Background: an optimization exercise with open tools, aiming at small area, a short achievable clock period and few clock cycles per item. Do not read the settings as production practice. The RTL was checked by simulation tests, not by an equivalence proof against the original design.

==> flow/design.v, too long to show whole: its modules and the start of the top module <==
// module milestone1: 208 lines
// module m1_engine1: 453 lines
// module m1_final10: 98 lines
// module m1_final11: 117 lines
// module m1_tap: 108 lines
// module m1_dif: 119 lines
// module m1_filter: 159 lines
module milestone1 (
    input  logic        CLOCK_50_I,
    input  logic        resetn,
    input  logic        M1_start,
    input  logic [15:0] SRAM_read_data,
    output logic [15:0] SRAM_write_data,
    output logic [17:0] SRAM_address,
    output logic        SRAM_we_n,
    output logic        M1_done
);
  // ...
==> flow/flow/run.sh <==
#!/bin/bash
set -euo pipefail
sed 's/SETUP_SLACK_MARGIN=5 /SETUP_SLACK_MARGIN=6.7 /' standard.sh > standard_m.sh
grep -q 'SETUP_SLACK_MARGIN=6.7 ' standard_m.sh
bash standard_m.sh > standard_m.log 2>&1
==> flow/standard.sh <==
#!/bin/bash
# synth_recipe.tcl (not shown) runs the flow's synth.tcl, then flattens the netlist and writes it again
# the make line also repeats each setting of config.mk as NAME=value (left out here)
make -C /OpenROAD-flow-scripts/flow DESIGN_CONFIG=/design/flow/config.mk WORK_HOME=/design/flow/orfs CLKGATE_MAP_FILE= SYNTH_SCRIPT=/design/flow/synth_recipe.tcl "${@:-finish}"
==> flow/config.mk <==
export PLATFORM = sky130hd
export DESIGN_NAME = milestone1
export DESIGN_NICKNAME = milestone1
export VERILOG_FILES = /design/flow/design.v
export SDC_FILE = /design/flow/constraint.sdc
export NUM_CORES = 4
export LEC_CHECK = 0
export CAP_MARGIN = 20
export CORE_MARGIN = 2
export CORE_UTILIZATION = 40
export CTS_BUF_LIST = sky130_fd_sc_hd__clkbuf_16
export CTS_CLUSTER_DIAMETER = 80
export CTS_CLUSTER_SIZE = 24
export SETUP_SLACK_MARGIN = 5
export SLEW_MARGIN = 20
export SYNTH_HIERARCHICAL = 1
export SYNTH_MINIMUM_KEEP_SIZE = 0
==> flow/constraint.sdc <==
create_clock -name core_clock -period 10.5 [get_ports {CLOCK_50_I}]
set_input_delay 2.1000 -clock core_clock [delete_from_list [all_inputs] [get_ports {CLOCK_50_I}]]
set_output_delay 2.1000 -clock core_clock [all_outputs]
set_load 0.01 [all_outputs]
==> run summary, run 1 <==
* Dpl cell area at 25400 um^2
* Net count after synthesis at 2693
* Num CTS Buffers at 27
* Worst setup SP type: register
* WL met3 at between 2000 and 3000 um
* Setup TNS at 0 ns
* Area Growth Syn to Fin at 6.32%
* Met1 wire length at 24400 um
* Hold path cells at 0
* Status: no timing/DRC/antenna violations
* Seq. cell area at 9820 um^2
* GRT Max-Usage Layer: met2
* Fraction of area in multi-input gates at 48.0%
* Top Family by Delay on Critical Path: buffers and inverters
* Gp weighted congestion at between 0.8 and 0.9
* Clk slew on worst S/H paths at 0.09 ns
* Signal buffers share of area at 2.42%
* IO Count at 55
* Initial antenna violation count at 6
* Fin. Hold Viols at 0
* R2R Path End: op_u[6]$_DFFE_PP_
* Antenna cell count at 1
* Crit-path slowest cell: clkdlybuf4s50_1
* Share of cells above drive strength 1 at between 8 and 9%
* Clock Latency Late Sink at 0.61 ns
* Final worst slack at 6.85 ns
* Critical path endpoint: SRAM_address[14]
* DR pass1 iterations at 6
* Clk_skew at around 0.038 ns
* MaxCap Viol Count at 0
* Most common cell after layout, fill and taps aside: inv_1
* Vias in the first global route at about 16k
* CTS Buffer Depth at 3
* Synth Cell Area at 24800 um^2
* Synth warn at 9
* Slew Limit Headroom at slightly above 40%
* Final Slew Violations at 0
* Hold Slack at 0.410 ns
Testbench counts, summed over its fixed seeds: cycles 1,152,162, pixels 460,800.
==> run 2: changes to the inputs <==
==> flow/flow/run.sh (replaced) <==
#!/bin/bash
set -euo pipefail
sed 's/SETUP_SLACK_MARGIN=5 /SETUP_SLACK_MARGIN=7 /' standard.sh > standard_m.sh
grep -q 'SETUP_SLACK_MARGIN=7 ' standard_m.sh
bash standard_m.sh > standard_m.log 2>&1
--- a/flow/config.mk
+++ b/flow/config.mk
@@ -7,10 +7,11 @@
 export LEC_CHECK = 0
 export CAP_MARGIN = 20
 export CORE_MARGIN = 2
-export CORE_UTILIZATION = 40
+export CORE_UTILIZATION = 55
 export CTS_BUF_LIST = sky130_fd_sc_hd__clkbuf_16
 export CTS_CLUSTER_DIAMETER = 80
 export CTS_CLUSTER_SIZE = 24
+export PLACE_DENSITY = 0.7
 export SETUP_SLACK_MARGIN = 5
 export SLEW_MARGIN = 20
 export SYNTH_HIERARCHICAL = 1
==> run summary, run 2 <==
* # nets final at 2653 (was 2627)
* R2R setup slack at 6.99 ns (was 6.86 ns)
* Net count after synthesis at 2693 (unchanged)
* R2R Path End: op_u[3]$_DFFE_PP_ (was op_u[6]$_DFFE_PP_)
* Max Freq at 285 MHz (was 274 MHz)
* IO Port Bufs at 54 (unchanged)
* Largest regs: us: 56 flops, vs: 56 flops (unchanged)
* Slew Limit Headroom at 45.3% (was 41.5%)
* Clock Latency Late Sink at 0.58 ns (was 0.61 ns)
* IO Count at 55 (unchanged)
* RSZ-0062 raised after global routing: true (unchanged)
* Met1 wire length at 24500 um (was 24400 um)
* CTS tree: built (unchanged)
* Fin. Hold Viols at 0 (unchanged)
* MaxCap Viol Count at 0 (unchanged)
* Overflow after GRT at 0 (unchanged)
* WL met3 at 3320 um (was 2550 um)
* Wire per inst at 19.0 um (was 18.1 um)
* # fillers at 3701 (was 5820)
* Met2 Wirelength at 25500 um (was 26800 um)
* Critical Path Source: e1[5]$_DFF_P_ (was SRAM_address[14]$_DFFE_PN0P_)
* Area Growth Syn to Fin at 6.29% (was 6.32%)
* Worst setup SP type: register (unchanged)
* Cts hold-fix bufs at 0 (unchanged)
* Initial antenna violation count at 2 (was 6)
* Most common cell after layout, fill and taps aside: inv_1 (unchanged)
* Critical path endpoint: op_u[3]$_DFFE_PP_ (was SRAM_address[14])
* Area of the core at 44300 um^2 (was 61500 um^2)
* GRT Total Usage at 23.4% (was 17.6%)
* First-pass GRT wire length at 86700 um (was 88300 um)
* Post-Route WL at 54800 um (was 55500 um)
* Share of cells above drive strength 1 at 10.4% (was 8.36%)
* Synth warn at 9 (unchanged)
* Hold path cells at 0 (unchanged)
* Post-route clock period utilization at 33.4% (was 34.7%)
* Num CTS Buffers at 24 (was 27)
* Die ar. at 46700 um^2 (was 63900 um^2)
* Antenna cell count at 0 (was 1)
* Initial Util at 55.9% (was 40.3%)
* Via density per instance at 5.56 (was 5.13)
* Worst Reg-to-Reg Cells at 15 (was 16)
* Worst EP arrival at 3.86 ns (was 1.55 ns)
* Largest fanout on the critical path at 3 (was 2)
* Routed vias at 16.1k (was 15.7k)
* Chip Height at 216 um (was 253 um)
* Vias in the first global route at 16.1k (was 15.9k)
* Final setup violation count at 0 (unchanged)
* Gp weighted congestion at 0.892 (was 0.900)
* Clk root buf: clkbuf_16 (unchanged)
* Reg2reg start: e1[5]$_DFF_P_ (was e1[3]$_DFF_P_)
* Clk_skew at 0.0322 ns (was 0.0379 ns)
* Finished Layout Cells at 2889 (was 3065)
* Final Slew Violations at 0 (unchanged)
* Antenna Nets Post-Route at 0 (unchanged)
* Status: no timing/DRC/antenna violations (unchanged)
* DR pass1 iterations at 6 (unchanged)
* FP Rows at 77 (was 91)
* Syn_area_per_cell at 10.7 um^2 (unchanged)
* CTS Buffer Depth at 3 (unchanged)
* Most frequent cells in the layout: inv_1 (356), dfxtp_1 (219), ha_1 (175), nand2_1 (174), fa_1 (173) (was inv_1 (361), dfxtp_1 (223), ha_1 (178), nand2_1 (176), fa_1 (176))
* Largest net degree at the start of global routing at 73 (was 57)
* Top sig layer: met5 (unchanged)
* Setup CP Type: reg -> reg (was reg -> out)
* Hold crit path type: reg -> reg (unchanged)
* Clk sinks at 406 (unchanged)
* Worst Path Required at 10.85 ns (was 8.40 ns)
* Die X at 216 um (was 253 um)
* Clk slew on worst S/H paths at 0.10 ns (was 0.09 ns)
* Placed instance count at 2814 (was 3013)
* Setup TNS at 0 ns (unchanged)
* Syn Inst Count at 2319 (unchanged)
* Final HPWL DP at 40900 um (was 43000 um)
* DR DRC count at 0 (unchanged)
* Min Tclk post-route at 3.51 ns (was 3.65 ns)
* Synth Cell Area at 24800 um^2 (unchanged)
* Crit. End Element: register (was output port)
* Detailed router's first-iteration violation count at 1124 (was 1158)
* Slew @ Worst Pin at 0.820 ns (was 0.878 ns)
* H-tree depth at 1 (unchanged)
## run 2: worst max-delay path, stage by stage, from the launching register on
cell	delay (ns)
dfxtp_2	0.32
inv_2	0.06
ha_1	0.14
inv_1	0.05
fa_1	0.47
inv_1	0.05
fa_2	0.33
fa_1	0.50
inv_2	0.05
ha_4	0.28
buf_4	0.11
nand2_1	0.05
o211ai_1	0.25
a21oi_1	0.14
xnor2_1	0.21
mux2_2	0.29
## run 2: area by class of cell
| type | instances | area [um^2] | area share (%) |
|---|---|---|---|
| multi-input combinational | 1394 | 12700 | 48.4 |
| timing repair buffer | 96 | 871 | 3.31 |
| tap | 592 | 741 | 2.81 |
| sequential | 406 | 9820 | 37.3 |
| clock buffer | 25 | 626 | 2.38 |
| clock inverter | 19 | 193 | 0.732 |
| inverter | 357 | 1350 | 5.12 |
## run 2: timing repair
| action | CTS | global route |
|---|---|---|
| pin swaps | 6 | 11 |
| cloned | 0 | 1 |
| endpoints found under the hold margin | 0 | 0 |
| setup buffers | 11 | 18 |
| gates resized for setup | 51 | 23 |
| setup endpoints to repair | 49 | 25 |
## run 2: worst min-delay path by stage
stage / start / to / slack (ns)
CTS: a3[0]$_DFF_P_ / fa3[0]$_DFF_P_ / 0.38
detailed placement: a3[0]$_DFF_P_ / fa3[0]$_DFF_P_ / 0.37
finish: a3[0]$_DFF_P_ / fa3[0]$_DFF_P_ / 0.38
global route: a3[0]$_DFF_P_ / fa3[0]$_DFF_P_ / 0.40
global placement: a3[0]$_DFF_P_ / fa3[0]$_DFF_P_ / 0.37
floorplan: ph[0]$_DFF_PN0_ / use_v$_DFF_P_ / 0.34
## run 2: per-stage QoR
stage | util (%) | hold slack (ns) | cell area, um^2 | worst slack [ns]
after global routing | 59.4 | 0.400 | 26300 | 6.84
after global placement | 56.8 | 0.370 | 25200 | 6.56
final | 59.4 | 0.379 | 26300 | 6.99
after floorplan | - | 0.342 | 24800 | 7.00
after CTS | 58.8 | 0.381 | 26100 | 6.97
after detailed placement | 56.8 | 0.369 | 25200 | 6.43
## run 2: metal layers
| layer | track usage (%) | vias up |
|---|---|---|
| met5 | 0 | - |
| met4 | 6.58 | 2 |
| met3 | 2.91 | 107 |
| met2 | 38.3 | 486 |
| met1 | 33.0 | 7874 |
| li1 | - | 7606 |
==> run 3: changes to the inputs <==
--- a/flow/config.mk
+++ b/flow/config.mk
@@ -7,11 +7,10 @@
 export LEC_CHECK = 0
 export CAP_MARGIN = 20
 export CORE_MARGIN = 2
-export CORE_UTILIZATION = 55
+export CORE_UTILIZATION = 40
 export CTS_BUF_LIST = sky130_fd_sc_hd__clkbuf_16
 export CTS_CLUSTER_DIAMETER = 80
 export CTS_CLUSTER_SIZE = 24
-export PLACE_DENSITY = 0.7
 export SETUP_SLACK_MARGIN = 5
 export SLEW_MARGIN = 20
 export SYNTH_HIERARCHICAL = 1
==> run summary, run 3 <==
* Max Freq at 284 MHz (was 285 MHz)
* First-pass GRT wire length at 88900 um (was 86700 um)
* MaxCap Viol Count at 0 (unchanged)
* Gp weighted congestion at 0.929 (was 0.892)
* Syn_area_per_cell at 10.7 um^2 (unchanged)
* Final setup violation count at 0 (unchanged)
* Fin. Hold Viols at 0 (unchanged)
* Post-Route WL at 55900 um (was 54800 um)
* Clock Latency Late Sink at 0.61 ns (was 0.58 ns)
* FP Rows at 91 (was 77)
* IO Port Bufs at 54 (unchanged)
* Reg2reg start: e1[7]$_DFF_P_ (was e1[5]$_DFF_P_)
* GRT Total Usage at 17.6% (was 23.4%)
* Top Family by Delay on Critical Path: adder cells (unchanged)
* Synth Cell Area at 24800 um^2 (unchanged)
* CTS Buffer Depth at 3 (unchanged)
* Hold Slack at 0.391 ns (was 0.379 ns)
* Worst hold path endpoint: fa3[6]$_DFF_P_ (was fa3[0]$_DFF_P_)
* Area Growth Syn to Fin at 7.60% (was 6.29%)
* Slowest stage delay, CP at 0.53 ns (was 0.50 ns)
* Clk sinks at 406 (unchanged)
* Die X at 253 um (was 216 um)
* Routed vias at 15.8k (was 16.1k)
* Most common cell after layout, fill and taps aside: inv_1 (unchanged)
* Antenna Nets Post-Route at 0 (unchanged)
* Largest fanout on the critical path at 4 (was 3)
* Slew Limit Headroom at 34.8% (was 45.3%)
* Detailed router's first-iteration violation count at 1074 (was 1124)
* Synth warn at 9 (unchanged)
* Largest net degree at the start of global routing at 57 (was 73)
* Post-route clock period utilization at 33.5% (was 33.4%)
* Chip Height at 253 um (was 216 um)
* Clk_skew at 0.0268 ns (was 0.0322 ns)
* Most used cell, CP: fa_1
* Clk slew on worst S/H paths at 0.09 ns (was 0.10 ns)
* RSZ-0062 raised after global routing: true (unchanged)
* Area of the core at 61500 um^2 (was 44300 um^2)
* H-tree depth at 1 (unchanged)
* Hold crit path type: reg -> reg (unchanged)
* Overflow after GRT at 0 (unchanged)
* Setup TNS at 0 ns (unchanged)
* Setup CP Type: reg -> reg (unchanged)
* Share of cells above drive strength 1 at 10.4% (about the same)
* Most frequent cells in the layout: inv_1 (355), dfxtp_1 (220), ha_1 (176), nand2_1 (174), fa_1 (174) (was inv_1 (356), dfxtp_1 (219), ha_1 (175), nand2_1 (174), fa_1 (173))
* CTS tree: built (unchanged)
* Worst Reg-to-Reg Cells at 13 (was 15)
* Worst EP arrival at 3.88 ns (was 3.86 ns)
* # fillers at 5828 (was 3701)
* Pre-CTS setup slack at 6.50 ns (was 6.43 ns)
* Syn Inst Count at 2319 (unchanged)
* Slew @ Worst Pin at 0.968 ns (was 0.820 ns)
* Final HPWL DP at 42600 um (was 40900 um)
* Area of the multi-input gates at 12700 um^2 (about the same)
* # nets final at 2653 (unchanged)
* Initial Util at 40.3% (was 55.9%)
* Worst setup SP type: register (unchanged)
* Buf/Inv on CP at 2 (was 5)
* R2R Path End: op_u[7]$_DFFE_PP_ (was op_u[3]$_DFFE_PP_)
* Num CTS Buffers at 28 (was 24)
* Final Slew Violations at 0 (unchanged)
* Min Tclk post-route at 3.52 ns (was 3.51 ns)
* Clk root buf: clkbuf_16 (unchanged)
* Wire per inst at 18.1 um (was 19.0 um)
* Status: no timing/DRC/antenna violations (unchanged)
* Crit-path slowest cell: fa_1 (unchanged)
* Seq. cell area at 9820 um^2 (about the same)
* Hold path cells at 0 (unchanged)
* Via density per instance at 5.11 (was 5.56)
* DR pass1 iterations at 5 (was 6)
* Worst-path cell chain: fa_1, inv_1, fa_1, fa_1, inv_2, ha_4, nand2_1, a21oi_4, a211oi_2, o21ai_2, a41o_1, xor2_2, a21o_1 (was inv_2, ha_1, inv_1, fa_1, inv_1, fa_2, fa_1, inv_2, ha_4, buf_4, nand2_1, o211ai_1, a21oi_1, xnor2_1, mux2_2)
* Largest regs: us: 56 flops, vs: 56 flops (unchanged)
* Worst Path Required at 10.86 ns (was 10.85 ns)
* Final worst slack at 6.98 ns (was 6.99 ns)
* Antenna cell count at 0 (unchanged)
* Net count after synthesis at 2693 (unchanged)
* Hold Startpoint: a3[6]$_DFF_P_ (was a3[0]$_DFF_P_)
* Critical Path Source: e1[7]$_DFF_P_ (was e1[5]$_DFF_P_)
* IO Count at 55 (unchanged)
* Die ar. at 63900 um^2 (was 46700 um^2)
* Initial antenna violation count at 0 (was 2)
* Crit. End Element: register (unchanged)
* DR DRC count at 0 (unchanged)
* Cts hold-fix bufs at 0 (unchanged)
* Vias in the first global route at 16.2k (was 16.1k)
* R2R setup slack at 6.98 ns (was 6.99 ns)
-- run 3: final cells by class --
| type | count | share of cell area (%) |
|---|---|---|
| Clock buffer | 28 | 2.63 |
| Multi-Input combinational cell | 1394 | 47.7 |
| Tap cell | 790 | 3.71 |
| Sequential cell | 406 | 36.9 |
| Clock inverter | 24 | 1.03 |
| Timing Repair Buffer | 92 | 3.03 |
| Inverter | 357 | 5.07 |
-- run 3: what timing repair did --
action | 4_1_cts | 5_1_grt
hold endpoints to repair | 0 | 0
endpoints found under the setup margin | 44 | 20
buffers inserted | 6 | 22
pin swaps | 4 | 6
resized for setup | 46 | 18
cloned | 0 | 0
-- run 3: how the worst max path moves through the flow --
stage	end	slack, ns	depth (start not counted)
floorplan	op_u[6]$_DFFE_PP_	7.00	17
global route	op_u[6]$_DFFE_PP_	6.84	13
detailed placement	SRAM_address[14]$_DFFE_PN0P_	6.50	6
CTS	SRAM_we_n	6.94	1
finish	op_u[7]$_DFFE_PP_	6.98	13
global placement	SRAM_address[14]$_DFFE_PN0P_	6.62	6
-- run 3: per-stage QoR --
step,area [um^2],utilization [%],cells
after detailed placement,25400,41.3,3011
final,26600,43.3,3091
after global placement,25400,41.3,3011
after CTS,26400,43.0,3069
after floorplan,24800,-,2319
after global routing,26600,43.3,3091
-- run 3: routing by layer --
metal | track usage, % | part of all wire [%] | wire length [um] | vias up
li1 | - | - | - | 7593
met1 | 23.1 | 44 | 24600 | 7747
met2 | 31.0 | 49 | 27600 | 350
met3 | 1.90 | 3.6 | 2030 | 96
met4 | 4.78 | 3.0 | 1650 | 0
met5 | 0 | 0 | 0 | -
==> run 4: changes to the inputs <==
==> flow/flow/run.sh (replaced) <==
#!/bin/bash
set -euo pipefail
sed "s/SETUP_SLACK_MARGIN=5 /SETUP_SLACK_MARGIN=7 BUFFER_PORTS_ARGS='-buffer_cell sky130_fd_sc_hd__buf_2' /" standard.sh > standard_m.sh
grep -q 'SETUP_SLACK_MARGIN=7 ' standard_m.sh
bash standard_m.sh > standard_m.log 2>&1
==> run summary, run 4 <==
* Via density per instance at 5.09 (was 5.11)
* Fin. Hold Viols at 0 (unchanged)
* Final Slew Violations at 0 (unchanged)
* Min Tclk post-route at 3.52 ns (about the same)
* Routed vias at 15.6k (was 15.8k)
* Post-Route WL at 55300 um (was 55900 um)
* DR pass1 iterations at 5 (unchanged)
* Initial antenna violation count at 4 (was 0)
* Worst Reg-to-Reg Cells at 13 (unchanged)
* Num CTS Buffers at 28 (unchanged)
* Initial Util at 40.3% (unchanged)
* IO Port Bufs at 54 (unchanged)
* Most frequent cells in the layout: inv_1 (354), dfxtp_1 (219), nand2_1 (174), ha_1 (174), fa_1 (173) (was inv_1 (355), dfxtp_1 (220), ha_1 (176), nand2_1 (174), fa_1 (174))
* Area of the multi-input gates at 12700 um^2 (about the same)
* Finished Layout Cells at 3074 (was 3091)
* Clk root buf: clkbuf_16 (unchanged)
* Synth Cell Area at 24800 um^2 (unchanged)
* Worst EP arrival at 3.88 ns (about the same)
* Area of the core at 61500 um^2 (unchanged)
* Hold path cells at 0 (unchanged)
* Largest net degree at the start of global routing at 72 (was 57)
* Worst hold path endpoint: fa3[1]$_DFF_P_ (was fa3[6]$_DFF_P_)
* CTS Buffer Depth at 3 (unchanged)
* Worst setup SP type: register (unchanged)
* GRT Total Usage at 17.4% (was 17.6%)
* Syn_area_per_cell at 10.7 um^2 (unchanged)
* Area Growth Syn to Fin at 6.10% (was 7.60%)
* Largest fanout on the critical path at 4 (unchanged)
* Hold crit path type: reg -> reg (unchanged)
* Detailed router's first-iteration violation count at 942 (was 1074)
* R2R Path End: op_u[7]$_DFFE_PP_ (unchanged)
* Hold Startpoint: a3[1]$_DFF_P_ (was a3[6]$_DFF_P_)
* H-tree depth at 1 (unchanged)
* DR DRC count at 0 (unchanged)
* Post-route clock period utilization at 33.5% (about the same)
* Net count after synthesis at 2693 (unchanged)
* CTS tree: built (unchanged)
* Vias in the first global route at 15.9k (was 16.2k)
* Wire per inst at 18.0 um (was 18.1 um)
* Cts hold-fix bufs at 0 (unchanged)
* Die ar. at 63900 um^2 (unchanged)
* Status: no timing/DRC/antenna violations (unchanged)
* Antenna cell count at 0 (unchanged)
* RSZ-0062 raised after global routing: true (unchanged)
* Clk_skew at 0.0443 ns (was 0.0268 ns)
* Placed instance count at 3011 (unchanged)
* Setup CP Type: reg -> reg (unchanged)
* Worst Path Required at 10.87 ns (was 10.86 ns)
* Reg2reg start: e1[7]$_DFF_P_ (unchanged)
* FP Rows at 91 (unchanged)
* # fillers at 5791 (was 5828)
* Chip Height at 253 um (unchanged)
* Largest regs: us: 56 flops, vs: 56 flops (unchanged)
* Die X at 253 um (unchanged)
* Slew @ Worst Pin at 0.853 ns (was 0.968 ns)
* Share of cells above drive strength 1 at 12.3% (was 10.4%)
* IO Count at 55 (unchanged)
* # nets final at 2636 (was 2653)
* Final HPWL DP at 42100 um (was 42600 um)
* Synth warn at 9 (unchanged)
* Syn Inst Count at 2319 (unchanged)
* R2R setup slack at 6.98 ns (about the same)
* Gp weighted congestion at 0.912 (was 0.929)
* Crit. End Element: register (unchanged)
* Most common cell after layout, fill and taps aside: inv_1 (unchanged)
* Clk slew on worst S/H paths at 0.09 ns (about the same)
* Overflow after GRT at 0 (unchanged)
* Antenna Nets Post-Route at 0 (unchanged)
* Seq. cell area at 9820 um^2 (about the same)
* Slew Limit Headroom at 43.1% (was 34.8%)
* Clk sinks at 406 (unchanged)
* Setup TNS at 0 ns (unchanged)
* MaxCap Viol Count at 0 (unchanged)
* Clock Latency Late Sink at 0.62 ns (was 0.61 ns)
* Max Freq at 284 MHz (about the same)
* First-pass GRT wire length at 87400 um (was 88900 um)
* Final setup violation count at 0 (unchanged)
run 4: worst max path at each step:
stage	startpoint	to	slack [ns]
3_3_place_gp	isb$_DFF_P_	q_x_gg[3]$_DFF_P_	6.76
6_report	e1[7]$_DFF_P_	op_u[7]$_DFFE_PP_	6.98
4_1_cts	e1[3]$_DFF_P_	op_u[6]$_DFFE_PP_	7.01
2_1_floorplan	e1[3]$_DFF_P_	op_u[6]$_DFFE_PP_	7.00
5_1_grt	e1[7]$_DFF_P_	op_u[8]$_DFFE_PP_	6.86
3_5_place_dp	isb$_DFF_P_	q_x_gg[3]$_DFF_P_	6.71
run 4: routing by layer:
layer	track usage (%)	wire length [um]
met5	0	0
met2	30.0	27000
met3	2.40	2220
met4	4.87	1590
met1	22.7	24500
run 4: layout make-up:
type | instances | share of cell area (%)
clock buffer | 28 | 2.67
clock inverter | 24 | 0.957
inverter | 357 | 5.12
multi-input combinational | 1394 | 48.4
sequential | 406 | 37.4
tap | 790 | 3.76
timing repair buffer | 75 | 1.71
run 4: timing repair:
item	CTS	global route
resized for setup	11	22
setup endpoints to repair	11	21
pin swaps	4	7
gates cloned	0	0
buffers inserted	0	11
run 4: metrics by stage:
stage          instance area, um^2  setup WS [ns]  hold slack (ns)  utilization, %
6_report                     26300           6.98            0.416            42.7
5_1_grt                      26300           6.86            0.427            42.7
4_1_cts                      26100           7.01            0.417            42.5
3_5_place_dp                 25100           6.71            0.409            40.9
3_3_place_gp                 25100           6.76            0.406            40.9
2_1_floorplan                24800           7.00            0.342               -
run 4: worst max-delay path, cell delays in order (launching register included):
cell,delay [ns]
dfxtp_2,0.34
fa_1,0.52
inv_1,0.05
fa_1,0.51
fa_1,0.53
inv_2,0.05
ha_4,0.23
nand2_2,0.07
a21oi_2,0.04
a211oi_2,0.17
o21ai_2,0.13
a41o_1,0.28
xor2_1,0.18
a21o_1,0.17
==> run 5: changes to the inputs <==
==> flow/flow/run.sh (replaced) <==
#!/bin/bash
set -euo pipefail
sed "s/SETUP_SLACK_MARGIN=5 /SETUP_SLACK_MARGIN=7 BUFFER_PORTS_ARGS='-buffer_cell sky130_fd_sc_hd__buf_1' /" standard.sh > standard_m.sh
grep -q 'SETUP_SLACK_MARGIN=7 ' standard_m.sh
bash standard_m.sh > standard_m.log 2>&1
==> run summary, run 5 <==
* Status: no timing/DRC/antenna violations (unchanged)
* FP Rows at 91 (unchanged)
* Hold path cells at 0 (unchanged)
* Finished Layout Cells at 3079 (was 3074)
* Placed instance count at 3011 (unchanged)
* Synth Cell Area at 24800 um^2 (unchanged)
* Syn Inst Count at 2319 (unchanged)
* Gp weighted congestion at 0.913 (was 0.912)
* # nets final at 2640 (was 2636)
* Initial antenna violation count at 1 (was 4)
* Post-route clock period utilization at 33.2% (was 33.5%)
* Via density per instance at 5.09 (about the same)
* Worst Reg-to-Reg Cells at 16 (was 13)
* Slew Limit Headroom at 45.6% (was 43.1%)
* DR DRC count at 0 (unchanged)
* Reg2reg start: e1[5]$_DFF_P_ (was e1[7]$_DFF_P_)
* Die X at 253 um (unchanged)
* CTS tree: built (unchanged)
* Max Freq at 287 MHz (was 284 MHz)
* Setup TNS at 0 ns (unchanged)
* Antenna Nets Post-Route at 0 (unchanged)
* Area of the core at 61500 um^2 (unchanged)
* Die ar. at 63900 um^2 (unchanged)
* CTS Buffer Depth at 3 (unchanged)
* Most frequent cells in the layout: inv_1 (355), dfxtp_1 (218), nand2_1 (174), fa_1 (174), ha_1 (173) (was inv_1 (354), dfxtp_1 (219), nand2_1 (174), ha_1 (174), fa_1 (173))
* Most common cell after layout, fill and taps aside: inv_1 (unchanged)
* Routed vias at 15.7k (was 15.6k)
* Setup CP Type: reg -> reg (unchanged)
* DR pass1 iterations at 5 (unchanged)
* Largest net degree at the start of global routing at 72 (unchanged)
* Overflow after GRT at 0 (unchanged)
* Num CTS Buffers at 28 (unchanged)
* # fillers at 5850 (was 5791)
* IO Port Bufs at 54 (unchanged)
* Chip Height at 253 um (unchanged)
* Seq. cell area at 9820 um^2 (about the same)
* Clk root buf: clkbuf_16 (unchanged)
* H-tree depth at 1 (unchanged)
* Vias in the first global route at 16.1k (was 15.9k)
* Wire per inst at 18.1 um (was 18.0 um)
* Net count after synthesis at 2693 (unchanged)
* Worst hold path endpoint: fa3[3]$_DFF_P_ (was fa3[1]$_DFF_P_)
* Fin. Hold Viols at 0 (unchanged)
* Clk sinks at 406 (unchanged)
* Min Tclk post-route at 3.49 ns (was 3.52 ns)
* Final setup violation count at 0 (unchanged)
* Detailed router's first-iteration violation count at 1078 (was 942)
* Clock Latency Late Sink at 0.62 ns (about the same)
* GRT Total Usage at 17.5% (was 17.4%)
* RSZ-0062 raised after global routing: true (unchanged)
* Syn_area_per_cell at 10.7 um^2 (unchanged)
* Area of the multi-input gates at 12700 um^2 (about the same)
* Post-Route WL at 55900 um (was 55300 um)
* Clk slew on worst S/H paths at 0.09 ns (about the same)
* Largest regs: us: 56 flops, vs: 56 flops (unchanged)
* Hold Startpoint: a3[3]$_DFF_P_ (was a3[1]$_DFF_P_)
* Worst EP arrival at 3.86 ns (was 3.88 ns)
* R2R setup slack at 7.01 ns (was 6.98 ns)
* Area Growth Syn to Fin at 6.34% (was 6.10%)
* MaxCap Viol Count at 0 (unchanged)
* Largest fanout on the critical path at 4 (unchanged)
* Hold Slack at 0.412 ns (was 0.416 ns)
* Synth warn at 9 (unchanged)
* Initial Util at 40.3% (unchanged)
* Clk_skew at 0.0377 ns (was 0.0443 ns)
* Hold crit path type: reg -> reg (unchanged)
* Slew @ Worst Pin at 0.816 ns (was 0.853 ns)
* First-pass GRT wire length at 88400 um (was 87400 um)
* Final Slew Violations at 0 (unchanged)
* Worst Path Required at 10.87 ns (about the same)
* Final HPWL DP at 42600 um (was 42100 um)
* Share of cells above drive strength 1 at 10.2% (was 12.3%)
* IO Count at 55 (unchanged)
* Crit. End Element: register (unchanged)
* Final Util at 42.8% (was 42.7%)
* R2R Path End: op_u[6]$_DFFE_PP_ (was op_u[7]$_DFFE_PP_)
* Worst setup SP type: register (unchanged)
==> run 5: critical path, cell delays in order (launching register included) <==
cell and delay, ns:
dfxtp_2 0.33, inv_2 0.09, ha_4 0.14, inv_2 0.03, fa_1 0.46, inv_1 0.05, fa_2 0.33, fa_1 0.50
inv_2 0.05, ha_4 0.29, nand2_4 0.06, a21oi_2 0.15, a211oi_2 0.06, o21ai_4 0.10, mux2i_1 0.24, xnor2_1 0.10
mux2_4 0.27
==> run 5: final cells by class <==
class	instances	area share, %
multi-input combinational	1394	48.4
sequential	406	37.3
inverter	357	5.10
tap	790	3.75
clock buffer	30	2.85
timing repair buffer	79	1.57
clock inverter	22	0.998
antenna	1	0.00950
==> run 5: worst max path at each step <==
stage	startpoint	cells after the start	to
after floorplan	e1[3]$_DFF_P_	17	op_u[6]$_DFFE_PP_
after global placement	isb$_DFF_P_	10	q_x_gg[3]$_DFF_P_
after detailed placement	isb$_DFF_P_	10	q_x_gg[3]$_DFF_P_
after CTS	e1[3]$_DFF_P_	16	op_u[6]$_DFFE_PP_
after global routing	e1[5]$_DFF_P_	16	op_u[6]$_DFFE_PP_
final	e1[5]$_DFF_P_	16	op_u[6]$_DFFE_PP_
==> run 5: layer usage <==
| metal | GRT usage (%) | part of all wire (%) | wire length, um | vias up |
|---|---|---|---|---|
| met5 | 0 | 0 | 0 | - |
| li1 | - | - | - | 7589 |
| met4 | 4.68 | 2.5 | 1400 | 0 |
| met1 | 22.9 | 45 | 25000 | 7722 |
| met3 | 1.85 | 3.4 | 1880 | 77 |
| met2 | 30.8 | 49 | 27600 | 284 |
==> run 5: stage by stage <==
| step | setup WS, ns | cell area, um^2 |
|---|---|---|
| 4_1_cts | 7.01 | 26100 |
| 2_1_floorplan | 7.00 | 24800 |
| 5_1_grt | 6.90 | 26300 |
| 3_3_place_gp | 6.75 | 25100 |
| 6_report | 7.01 | 26300 |
| 3_5_place_dp | 6.77 | 25100 |
==> run 5: repair_timing <==
action                                  CTS  global route
endpoints found under the setup margin   11            22
hold buffers                              0             0
pin swaps                                 3             9
gates resized for setup                   6            31
buffers inserted                          0            15
==> run 6: changes to the inputs <==
--- a/flow/config.mk
+++ b/flow/config.mk
@@ -13,5 +13,4 @@
 export CTS_CLUSTER_SIZE = 24
 export SETUP_SLACK_MARGIN = 5
 export SLEW_MARGIN = 20
-export SYNTH_HIERARCHICAL = 1
-export SYNTH_MINIMUM_KEEP_SIZE = 0
+export SYNTH_HIERARCHICAL = 0
==> run summary, run 6 <==
* FP Rows at 88 (was 91)
* Via density per instance at 5.03 (was 5.09)
* Wire per inst at 18.1 um (about the same)
* Chip Height at 246 um (was 253 um)
* Initial Util at 40.5% (was 40.3%)
* Max Freq at 273 MHz (was 287 MHz)
* Die X at 246 um (was 253 um)
* Number of synthesized flops with an enable pin at roughly 150
* Area Growth Syn to Fin at 9.24% (was 6.34%)
* Most frequent cells in the layout: inv_1 (324), dfxtp_1 (222), ha_1 (175), fa_1 (174), nand2_1 (163) (was inv_1 (355), dfxtp_1 (218), nand2_1 (174), fa_1 (174), ha_1 (173))
* Final non-filler cell area at 25500 um^2 (was 26300 um^2)
* DR DRC count at 0 (unchanged)
* Most used DFF post-synth: dfxtp_1
* Clock Latency Late Sink at 0.59 ns (was 0.62 ns)
* Yosys top cell by area: edfxtp_1
* Dominant cells by area after synthesis: edfxtp_1 (20%), dfxtp_1 (19%), fa_1 (15%)
* Hold path cells at 0 (unchanged)
* Register bit total from synthesis at just over 400
* Largest net degree at the start of global routing at 57 (was 72)
* Slew Limit Headroom at 33.3% (was 45.6%)
* MaxCap Viol Count at 0 (unchanged)
* Vias in the first global route at 15.3k (was 16.1k)
* Setup CP Type: reg -> reg (unchanged)
* Dpl cell area at 24300 um^2 (was 25100 um^2)
* Num CTS Buffers at 25 (was 28)
* Status: no timing/DRC/antenna violations (unchanged)
* Hold crit path type: reg -> reg (unchanged)
* First-pass GRT wire length at 84500 um (was 88400 um)
* Ys async rst share at 6.65%
* GRT Total Usage at 17.9% (was 17.5%)
* Synth Cell Area at 23300 um^2 (was 24800 um^2)
* Final Util at 44.2% (was 42.8%)
* Synth top area share at 19.8%
* CTS Buffer Depth at 3 (unchanged)
* Syn_area_per_cell at 10.9 um^2 (was 10.7 um^2)
* Share of cells above drive strength 1 at 8.95% (was 10.2%)
* Clk slew on worst S/H paths at 0.09 ns (about the same)
* Area of the core at 57700 um^2 (was 61500 um^2)
* Net count after synthesis at 2511 (was 2693)
* Detailed router's first-iteration violation count at 851 (was 1078)
* Post-route clock period utilization at 34.9% (was 33.2%)
* Crit. End Element: register (unchanged)
* CTS tree: built (unchanged)
* Setup TNS at 0 ns (unchanged)
* Worst setup SP type: register (unchanged)
* Largest regs: us: 56 flops, vs: 56 flops (unchanged)
* Final setup violation count at 0 (unchanged)
* IO Port Bufs at 54 (unchanged)
* # nets final at 2546 (was 2640)
* Fin. Hold Viols at 0 (unchanged)
* Post-synthesis sequential area ratio at 42.0%
* Clk root buf: clkbuf_16 (unchanged)
* Gp weighted congestion at 0.896 (was 0.913)
* Cell with the most instances after synthesis: inv_1
* Overflow after GRT at 0 (unchanged)
* H-tree depth at 1 (unchanged)
* Clk_skew at 0.0415 ns (was 0.0377 ns)
* IO Count at 55 (unchanged)
* Routed vias at 14.9k (was 15.7k)
* Clk sinks at 406 (unchanged)
* Initial antenna violation count at 4 (was 1)
* Post-synth cell types at 69
* Worst Path Required at 10.84 ns (was 10.87 ns)
* Largest fanout on the critical path at 3 (was 4)
* Worst EP arrival at 4.00 ns (was 3.86 ns)
* Slew @ Worst Pin at 0.990 ns (was 0.816 ns)
* Antenna cell count at 0 (was 1)
* DR pass1 iterations at 7 (was 5)
* Post-Route WL at 53600 um (was 55900 um)
* Commonest cells in the synthesized netlist: inv_1 (325), dfxtp_1 (225), ha_1 (180)
* Syn Inst Count at 2137 (was 2319)
* Final HPWL DP at 40600 um (was 42600 um)
* Min Tclk post-route at 3.66 ns (was 3.49 ns)
* Die ar. at 60300 um^2 (was 63900 um^2)
* Worst Reg-to-Reg Cells at 18 (was 16)
* Synth warn at 3 (was 9)
* Most common cell after layout, fill and taps aside: inv_1 (unchanged)
* RSZ-0062 raised after global routing: true (unchanged)
* Final Slew Violations at 0 (unchanged)
* Antenna Nets Post-Route at 0 (unchanged)
## run 6: metal layers
metal	GRT usage, %	routed length, um	up-vias
met5	0	0	-
met4	5.54	1660	0
met3	2.42	2500	88
met2	30.5	25900	310
met1	23.5	23600	7268
li1	-	-	7193
## run 6: area by class of cell
| class | count | area [um^2] |
|---|---|---|
| clock buffer | 26 | 651 |
| multi-input combinational | 1332 | 12200 |
| sequential | 406 | 9820 |
| fill | 5393 | 32200 |
| timing repair buffer | 81 | 465 |
| clock inverter | 20 | 174 |
| inverter | 326 | 1240 |
| tap | 765 | 957 |
## run 6: cell families after synthesis
kind of cell | count (synthesis) | share of synthesized area [%]
AOI/OAI and AO/OA | 327 | 9.08
muxes | 107 | 5.01
xor gates and xnor gates | 102 | 3.86
adders and majority gates | 355 | 24.7
buffers and inverters | 399 | 6.52
DFF | 406 | 42.0
and+or+nand+nor | 441 | 8.87
## run 6: worst max-delay path, cell delays in order (launching register included)
cell and delay, ns:
dfxtp_2 0.33, inv_2 0.08, ha_4 0.13, inv_2 0.03, fa_1 0.47, inv_1 0.05
fa_2 0.52, inv_2 0.04, ha_4 0.27, ha_4 0.20, a21o_1 0.16, a21oi_2 0.13
nand2b_4 0.14, o211ai_1 0.07, buf_4 0.16, a31oi_4 0.17, o21bai_4 0.10, xor2_2 0.16
a21o_1 0.18
## run 6: final timing paths
kind,slack (ns),endpoint,from
worst max register to register,6.84,op_u[7]$_DFFE_PP_,e1[3]$_DFF_P_
worst max-delay path,6.84,op_u[7]$_DFFE_PP_,e1[3]$_DFF_P_
max in group asynchronous,8.44,ph[2]$_DFF_PN0_,resetn
worst min register to register,0.39,fa3[6]$_DFF_P_,a3[6]$_DFF_P_
min in group asynchronous,1.54,SRAM_address[3]$_DFFE_PN0P_,resetn
worst min-delay path,0.39,fa3[6]$_DFF_P_,a3[6]$_DFF_P_
## run 6: per-stage QoR
step                      setup slack [ns]  hold WS, ns  instances
after floorplan                       7.00        0.355       2137
after CTS                             6.83        0.391       2946
after global routing                  6.70        0.396       2956
after global placement                6.29        0.381       2894
final                                 6.84        0.390       2956
after detailed placement              6.22        0.378       2894
## run 6: repair_timing
action / in CTS / in global routing
setup buffers: 6 / 10
endpoints found under the setup margin: 27 / 24
hold buffers: 0 / 0
pin swaps: 6 / 4
resized for setup: 23 / 15
==> run 7: changes to the inputs <==
==> flow/flow/run.sh (replaced) <==
#!/bin/bash
set -euo pipefail
sed "s/SETUP_SLACK_MARGIN=5 /SETUP_SLACK_MARGIN=7.4 BUFFER_PORTS_ARGS='-buffer_cell sky130_fd_sc_hd__buf_1' /" standard.sh > standard_m.sh
grep -q 'SETUP_SLACK_MARGIN=7.4 ' standard_m.sh
bash standard_m.sh > standard_m.log 2>&1
==> run summary, run 7 <==
* Synth Cell Area at 23300 um^2 (unchanged)
* Worst Path Required at 10.85 ns (was 10.84 ns)
* Synth warn at 3 (unchanged)
* GRT Total Usage at 18.5% (was 17.9%)
* Clock Latency Late Sink at 0.59 ns (about the same)
* Initial antenna violation count at 5 (was 4)
* Worst EP arrival at 4.01 ns (was 4.00 ns)
* Min Tclk post-route at 3.66 ns (about the same)
* Final worst slack at 6.84 ns (about the same)
* Status: no timing/DRC/antenna violations (unchanged)
* Dominant cells by area after synthesis: edfxtp_1 (20%), dfxtp_1 (19%), fa_1 (15%) (unchanged)
* Critical Path Source: e1[5]$_DFF_P_ (was e1[3]$_DFF_P_)
* Post-route clock period utilization at 34.9% (about the same)
* Number of synthesized flops with an enable pin at 154 (unchanged)
* Detailed router's first-iteration violation count at 926 (was 851)
* Largest net degree at the start of global routing at 57 (unchanged)
* FP Rows at 88 (unchanged)
* Crit-path slowest cell: fa_2 (unchanged)
* H-tree depth at 1 (unchanged)
* Pre-CTS setup slack at 6.42 ns (was 6.22 ns)
* Die X at 246 um (unchanged)
* Die ar. at 60300 um^2 (unchanged)
* # nets final at 2622 (was 2546)
* Post-Route WL at 56500 um (was 53600 um)
* RSZ-0062 raised after global routing: true (unchanged)
* Net count after synthesis at 2511 (unchanged)
* Post-synthesis sequential area ratio at 42.0% (unchanged)
* Setup CP Type: reg -> reg (unchanged)
* # fillers at 5288 (was 5393)
* Clk slew on worst S/H paths at 0.10 ns (was 0.09 ns)
* Largest regs: us: 56 flops, vs: 56 flops (unchanged)
* Num CTS Buffers at 24 (was 25)
* Final HPWL DP at 41200 um (was 40600 um)
* Cts hold-fix bufs at 0 (unchanged)
* Syn Inst Count at 2137 (unchanged)
* Setup TNS at 0 ns (unchanged)
* Max Freq at 273 MHz (about the same)
* Ys async rst share at 6.65% (unchanged)
* Share of cells above drive strength 1 at 17.6% (was 8.95%)
* Worst-path cell chain: inv_2, ha_4, inv_2, fa_1, inv_1, fa_2, inv_2, ha_4, ha_4, a21o_1, a21oi_2, nand2b_4, o211ai_1, buf_4, a31oi_4, o21bai_4, xor2_2, a21o_1 (unchanged)
* Most used DFF post-synth: dfxtp_1 (unchanged)
* Crit. End Element: register (unchanged)
* IO Count at 55 (unchanged)
* DR pass1 iterations at 5 (was 7)
* Slew Limit Headroom at 45.2% (was 33.3%)
* Chip Height at 246 um (unchanged)
* IO Port Bufs at 54 (unchanged)
* Hold crit path type: reg -> reg (unchanged)
* Reg2reg start: e1[5]$_DFF_P_ (was e1[3]$_DFF_P_)
* MaxCap Viol Count at 0 (unchanged)
* Largest fanout on the critical path at 2 (was 3)
* Yosys top cell by area: edfxtp_1 (unchanged)
* Gp weighted congestion at 0.913 (was 0.896)
* Clk root buf: clkbuf_16 (unchanged)
* DR DRC count at 0 (unchanged)
* Register bit total from synthesis at 406 (unchanged)
* Most frequent cells in the layout: inv_1 (299), dfxtp_1 (215), nand2_1 (163), ha_1 (160), edfxtp_1 (154) (was inv_1 (324), dfxtp_1 (222), ha_1 (175), fa_1 (174), nand2_1 (163))
* Initial Util at 40.5% (unchanged)
* Post-synth cell types at 69 (unchanged)
* Cell with the most instances after synthesis: inv_1 (unchanged)
* Synth top area share at 19.8% (unchanged)
* Wire per inst at 18.6 um (was 18.1 um)
* Top Family by Delay on Critical Path: adder cells (unchanged)
* Most common cell after layout, fill and taps aside: inv_1 (unchanged)
* Via density per instance at 5.08 (was 5.03)
* Overflow after GRT at 0 (unchanged)
* Area Growth Syn to Fin at 14.1% (was 9.24%)
* Vias in the first global route at 15.9k (was 15.3k)
* CTS Buffer Depth at 3 (unchanged)
* Worst setup SP type: register (unchanged)
* CTS tree: built (unchanged)
* Commonest cells in the synthesized netlist: inv_1 (325), dfxtp_1 (225), ha_1 (180) (unchanged)
* Slew @ Worst Pin at 0.822 ns (was 0.990 ns)
* Final setup violation count at 0 (unchanged)
* Clk sinks at 406 (unchanged)
* Syn_area_per_cell at 10.9 um^2 (unchanged)
* Clk_skew at 0.0295 ns (was 0.0415 ns)
* Antenna cell count at 0 (unchanged)
* Routed vias at 15.4k (was 14.9k)
* Fin. Hold Viols at 0 (unchanged)
* Slowest stage delay, CP at 0.52 ns (about the same)
* Final Slew Violations at 0 (unchanged)
* Buf/Inv on CP at 5 (unchanged)
* Area of the core at 57700 um^2 (unchanged)
* Hold Startpoint: a3[6]$_DFF_P_ (unchanged)
* Antenna Nets Post-Route at 0 (unchanged)
* First-pass GRT wire length at 87400 um (was 84500 um)
[run 7: worst paths after layout]
| check | end | slack (ns) | depth (start not counted) |
|---|---|---|---|
| min in group asynchronous | SRAM_address[3]$_DFFE_PN0P_ | 1.55 | 1 |
| worst max register to register | op_u[7]$_DFFE_PP_ | 6.84 | 18 |
| worst max-delay path | op_u[7]$_DFFE_PP_ | 6.84 | 18 |
| worst min-delay path | fa3[6]$_DFF_P_ | 0.38 | 0 |
| worst min register to register | fa3[6]$_DFF_P_ | 0.38 | 0 |
| max in group asynchronous | ph[3]$_DFF_PN0_ | 8.44 | 1 |
[run 7: metal layers]
metal  part of all wire, %  track usage (%)  vias to the layer above
li1                      -                -                     7351
met1                    42             23.8                     7547
met2                    49             32.0                      383
met3                   5.0             2.58                      110
met4                   3.8             6.31                        2
met5                 0.023                0                        -
[run 7: metrics by stage]
stage	hold slack (ns)	cells	cell area, um^2	util [%]
6_report	0.385	3031	26600	46.2
5_1_grt	0.391	3031	26600	46.2
4_1_cts	0.388	2991	26000	45.0
3_5_place_dp	0.375	2892	24400	42.2
3_3_place_gp	0.376	2892	24400	42.2
2_1_floorplan	0.355	2137	23500	-
[run 7: cells by family (layout without fill, tap and decap cells)]
logic type / Yosys count / count (layout) / synth area share, %
AND/OR/NAND/NOR: 441 / 441 / 8.87
buffers and inverters: 399 / 528 / 6.52
flip-flops: 406 / 406 / 42.0
AO/OA/AOI/OAI: 327 / 327 / 9.08
XOR/XNOR: 102 / 102 / 3.86
adder cells (fa/ha/maj): 355 / 355 / 24.7
multiplexers: 107 / 107 / 5.01
[run 7: layout make-up]
class / count / area [um^2] / share of cell area [%]
inverter: 326 / 1260 / 4.75
tap: 765 / 957 / 3.59
timing repair buffer: 158 / 1270 / 4.78
clock buffer: 24 / 601 / 2.25
multi-input combinational: 1332 / 12500 / 47.1
sequential: 406 / 9830 / 36.9
clock inverter: 20 / 169 / 0.634
[run 7: timing repair]
item                       4_1_cts  5_1_grt
hold endpoints to repair         0        0
setup endpoints to repair      148       91
cloned                           0        3
pin swaps                       25       43
resized for setup              109       85
setup buffers                   55       37

==> port drivers added, routing unchanged <==
How much do the figures lean on ideal ports? The routed layouts below were timed once more, with nothing changed but the port constraints.
Step 1 assumes that a clkbuf_16 drives the clock port and a buf_2 every other input.
Step 2 adds t to the input delays and takes it off the output delays; t is the mean of the earliest and latest rising clock arrival at the registers after step 1. Input paths then give back, and output paths get back, about the clock's delay inside the block.
Three values: ideal ports, drivers, drivers and shift; two values: the first two.
| run | t, ns | setup slack, ns | worst setup path after step 2 | clock arrival spread, ns | worst data-port slew with drivers (ns) |
|---|---|---|---|---|---|
| run 1 | 0.659 | 6.855 / 6.794 / 6.472 | input to register | 0.047 / 0.047 | 0.06 |
| run 2 | 0.625 | 6.991 / 6.991 / 6.564 | input to register | 0.032 / 0.033 | 0.03 |
| run 3 | 0.657 | 6.984 / 6.984 / 6.586 | input to register | 0.028 / 0.027 | 0.07 |
| run 4 | 0.659 | 6.981 / 6.981 / 6.866 | input to register | 0.047 / 0.047 | 0.07 |
| run 5 | 0.663 | 7.012 / 7.012 / 6.790 | input to register | 0.039 / 0.039 | 0.09 |
| run 6 | 0.631 | 6.838 / 6.838 / 6.675 | input to register | 0.044 / 0.044 | 0.07 |
| run 7 | 0.635 | 6.835 / 6.835 / 6.835 | register to register | 0.033 / 0.033 | 0.07 |
After both steps every run listed still meets setup and hold. The setup slack of run 2, which loses most, moves by 0.000 ns with the drivers and by -0.427 ns with both steps.
